Background: an optimization exercise with open tools, aiming at small area and a short achievable clock period. Do not read the settings as production practice.
Function was checked by simulation only, so behaviour that the tests miss may differ from the original.
Power is estimated from default activity; no workload was simulated.

## CPU
module CPU( input clk,
	input rst,
	input wire [31:0] inst,
	input wire [63:0]	main_memory_input_data_path,
	output reg[63:0] main_memory_output_data_path,
	output wire[31:0] pc_inst_addr,
	output wire		Vector_Write_Access,
	output wire		Memory_Write_Access,
	output wire		Load_Vector_Flag,
	output wire 		Load_Word_Flag,
	output wire[11:0]	Main_Memory_Address
	);
clock: 12.0 ns
lec_check: 0
abc_area: 1
cap_margin: 20
core_margin: 2
core_utilization: 40
setup_slack_margin: 5
slew_margin: 20
standard.sh (not shown) runs the stock make flow with config.mk's settings and CLKGATE_MAP_FILE= SYNTH_SCRIPT=/design/flow/synth_recipe.tcl, a recipe that flattens the netlist after the stock synthesis.
==> flow/flow/run.sh <==
#!/bin/bash
set -euo pipefail
bash standard.sh "BUFFER_PORTS_ARGS=-buffer_cell sky130_fd_sc_hd__buf_2" \
  "CTS_ARGS=-sink_clustering_enable -repair_clock_nets -dont_use_dummy_load -buf_list {sky130_fd_sc_hd__clkbuf_2 sky130_fd_sc_hd__clkbuf_4 sky130_fd_sc_hd__clkbuf_8}" \
  finish > standard_flow.log 2>&1
==> next run, changes <==
TNS_END_PERCENT = 0   (was default)
Setup slack degrades by 0.022 ns.
Clock power stays flat.
Register-to-register slack barely changes.
Non-clock buffer count fell by 3.
Global-route usage rose by 0.57 points.
Hold slack improves by 0.038 ns.
Sequential share of layout area rose by 0.36 points.
Via count hardly moves.
Cell count stays flat.
Synthesized area is unchanged.
==> next run, changes <==
ABC_AREA = default   (was 1)
TNS_END_PERCENT = default   (was 0)
After rerunning: Global-route usage rises by 0.20 points; routed wire length came out higher by a few percent; area after synthesis rose slightly; via count drops by a little under a tenth; clock-buffer cell count goes down by 1; cell area went up slightly; combinational power went up by about a fifth; worst setup slack got worse by 0.70 ns; sequential cell count stays the same.
==> next run, changes <==
ABC_AREA = 1   (was default)
PLACE_DENSITY = 0.75   (was default)
=> Wire length fell by 2.2%. Via count climbs by 13%. Non-clock buffer count fell by 44.
==> next run, changes <==
PLACE_DENSITY = default   (was 0.75)
TNS_END_PERCENT = 30   (was default)
The changed run went through all stages and came out clean; sequential share of layout area is lower by 0.12 points; core utilization goes up by 0.17 points; total power stays flat.
==> next run, changes <==
PLACE_DENSITY = 0.5   (was default)
TNS_END_PERCENT = default   (was 30)
The new run produced a clean layout.
Clock-buffer cell count came out higher by 3.
Worst hold slack got worse by 0.079 ns.
Via count drops by about 1.1%.
Area after synthesis stays the same.
Utilization goes up by 0.81 points.
Routed wire length goes up by about 4.3%.
Flip-flop and latch count stays the same.
Non-clock buffer count is higher by 40.


CPU, a different RTL version from the one above (not shown whole).
Size in the first run: roughly 5900 cells after synthesis, about 500 flip-flops, ~210 I/O pins, ~41000 um^2 of cells after synthesis.
export LEC_CHECK = 0
export ABC_AREA = 1
export CAP_MARGIN = 20
export CORE_MARGIN = 2
export CORE_UTILIZATION = 40
export SETUP_SLACK_MARGIN = 5
export SLEW_MARGIN = 20
create_clock -name core_clock -period 12.0 [get_ports {clk}]
==> flow/flow/run.sh <==
#!/bin/bash
set -euo pipefail
bash standard.sh "BUFFER_PORTS_ARGS=-buffer_cell sky130_fd_sc_hd__buf_2" \
  "CTS_ARGS=-sink_clustering_enable -repair_clock_nets -dont_use_dummy_load -buf_list {sky130_fd_sc_hd__clkbuf_2 sky130_fd_sc_hd__clkbuf_4 sky130_fd_sc_hd__clkbuf_8}" \
  SETUP_SLACK_MARGIN=6 finish > standard_flow.log 2>&1
Edit:
--- a/flow/flow/run.sh
+++ b/flow/flow/run.sh
@@ -5 +5 @@
-  SETUP_SLACK_MARGIN=6 finish > standard_flow.log 2>&1
+  finish > standard_flow.log 2>&1
Settings changed: ABC_AREA 1 to not set, CTS_BUF_LIST set to sky130_fd_sc_hd__clkbuf_2 sky130_fd_sc_hd__clkbuf_4 sky130_fd_sc_hd__clkbuf_8.
Effect: Cell count decreases by a quarter to a third; cell area decreases by about a fifth; global-route usage decreases by 4.7 points; wire length decreases by about a fifth; worst setup slack got worse by 0.29 ns; non-clock buffer count decreases by 187; sequential power is about the same; via count decreases by a quarter to a third.
Edit:
==> flow/flow/run.sh (replaced) <==
#!/bin/bash
set -euo pipefail
bash standard.sh "BUFFER_PORTS_ARGS=-buffer_cell sky130_fd_sc_hd__buf_2" finish > standard_flow.log 2>&1
Settings changed: SYNTH_HIERARCHICAL set to 1.
Critical path depth grows by 13.
Cell area increases slightly.
Cell count shrinks slightly.
Clock power rose by a quarter to a third.
Combinational power rose by a few percent.
Edit:
==> flow/flow/run.sh (replaced) <==
#!/bin/bash
set -euo pipefail
bash standard.sh "BUFFER_PORTS_ARGS=-buffer_cell sky130_fd_sc_hd__buf_2" \
  "CTS_ARGS=-sink_clustering_enable -repair_clock_nets -dont_use_dummy_load -buf_list {sky130_fd_sc_hd__clkbuf_2 sky130_fd_sc_hd__clkbuf_4 sky130_fd_sc_hd__clkbuf_8}" \
  finish > standard_flow.log 2>&1
Settings changed: ABC_AREA set to 1, CTS_BUF_LIST sky130_fd_sc_hd__clkbuf_2 sky130_fd_sc_hd__clkbuf_4 sky130_fd_sc_hd__clkbuf_8 to not set, SETUP_SLACK_MARGIN 5 to 4.5, SYNTH_HIERARCHICAL 1 to not set.
Effect:
- via count rises by 19%
- global-route usage hardly moves
- cell count rises by 35%
Edit:
Settings changed: CORE_UTILIZATION 40 to 50, SETUP_SLACK_MARGIN 4.5 to 5.
After rerunning:
- cell area rose by 5.0%
- total power climbs by about 2%
- flip-flop and latch count does not change
- core utilization is higher by 15 points
- count of clock-buffer cells in the layout climbs by 1
- non-clock buffer count increases by 142
- wire length is higher by about 1.1%
- via count grows by 4.9%
- combinational power climbs by 8.0%
- worst setup slack gets better by 0.47 ns
Edit:
==> flow/flow/run.sh (replaced) <==
#!/bin/bash
set -euo pipefail
bash standard.sh "BUFFER_PORTS_ARGS=-buffer_cell sky130_fd_sc_hd__buf_2" finish > standard_flow.log 2>&1
Settings changed: ABC_AREA 1 to not set, CORE_UTILIZATION 50 to 40, CTS_BUF_LIST set to sky130_fd_sc_hd__clkbuf_2 sky130_fd_sc_hd__clkbuf_4 sky130_fd_sc_hd__clkbuf_8.
Register-to-register slack is worse by 0.41 ns. Count of clock-buffer cells in the layout increases by 30. Wire length decreases by 6.1%. Fmax went down by 3.9%. Power rose by 15%. Global-route usage shrinks by 8.7 points. Hold slack improved by 0.089 ns.

==> separate check: timing with driven ports <==
Ports are ideal in the flow. The routed layouts listed here were re-timed in OpenROAD. Step 1 sets driving cells, clkbuf_16 on the clock port and buf_2 on the other inputs (assumed; they add their load-dependent delay and slew). Step 2 moves the port delays by t, midway between the first and last clock arrival at a register: inputs arrive t later, outputs are due t later. That takes back most of the time a late clock gives input paths. a / b / c = ideal / step 1 / step 2; a / b = the first two.
run | t (ns) | setup slack, ns | hold slack, ns | worst setup path at the end | worst data-port slew with drivers (ns)
the first run of note 1 | 0.772 | 4.780 / 4.742 / 3.970 | 0.435 / 0.435 / 0.435 | input to register | 0.14
the second run of note 1 | 0.765 | 4.757 / 4.719 / 3.960 | 0.474 / 0.474 / 0.474 | input to register | 0.11
the third run of note 1 | 0.779 | 4.058 / 4.028 / 3.249 | 0.559 / 0.559 / 0.559 | input to register | 0.24
the fourth run of note 1 | 0.777 | 4.751 / 4.738 / 3.961 | 0.493 / 0.493 / 0.493 | input to register | 0.16
the fifth run of note 1 | 0.748 | 4.807 / 4.796 / 4.087 | 0.469 / 0.469 / 0.469 | input to register | 0.12
the sixth run of note 1 | 0.801 | 4.822 / 4.837 / 4.036 | 0.390 / 0.390 / 0.390 | input to register | 0.09
the first run of note 2 | 0.775 | 5.090 / 5.028 / 4.543 | 0.463 / 0.463 / 0.463 | input to register | 0.08
the second run of note 2 | 0.773 | 4.802 / 4.628 / 4.022 | 0.569 / 0.569 / 0.569 | input to register | 0.24
the third run of note 2 | 0.834 | 4.259 / 4.257 / 3.423 | 0.467 / 0.467 / 0.467 | input to register | 0.16
the fourth run of note 2 | 0.752 | 4.471 / 4.416 / 4.004 | 0.480 / 0.480 / 0.480 | input to register | 0.06
the fifth run of note 2 | 0.751 | 4.942 / 4.876 / 4.332 | 0.481 / 0.481 / 0.481 | input to register | 0.14
the sixth run of note 2 | 0.801 | 4.652 / 4.422 / 4.012 | 0.570 / 0.570 / 0.570 | input to register | 0.25
After both steps setup and hold are still met in every run listed. The setup slack of the third run of note 2, which loses most, moves by -0.002 ns with the drivers and by -0.836 ns with both steps.
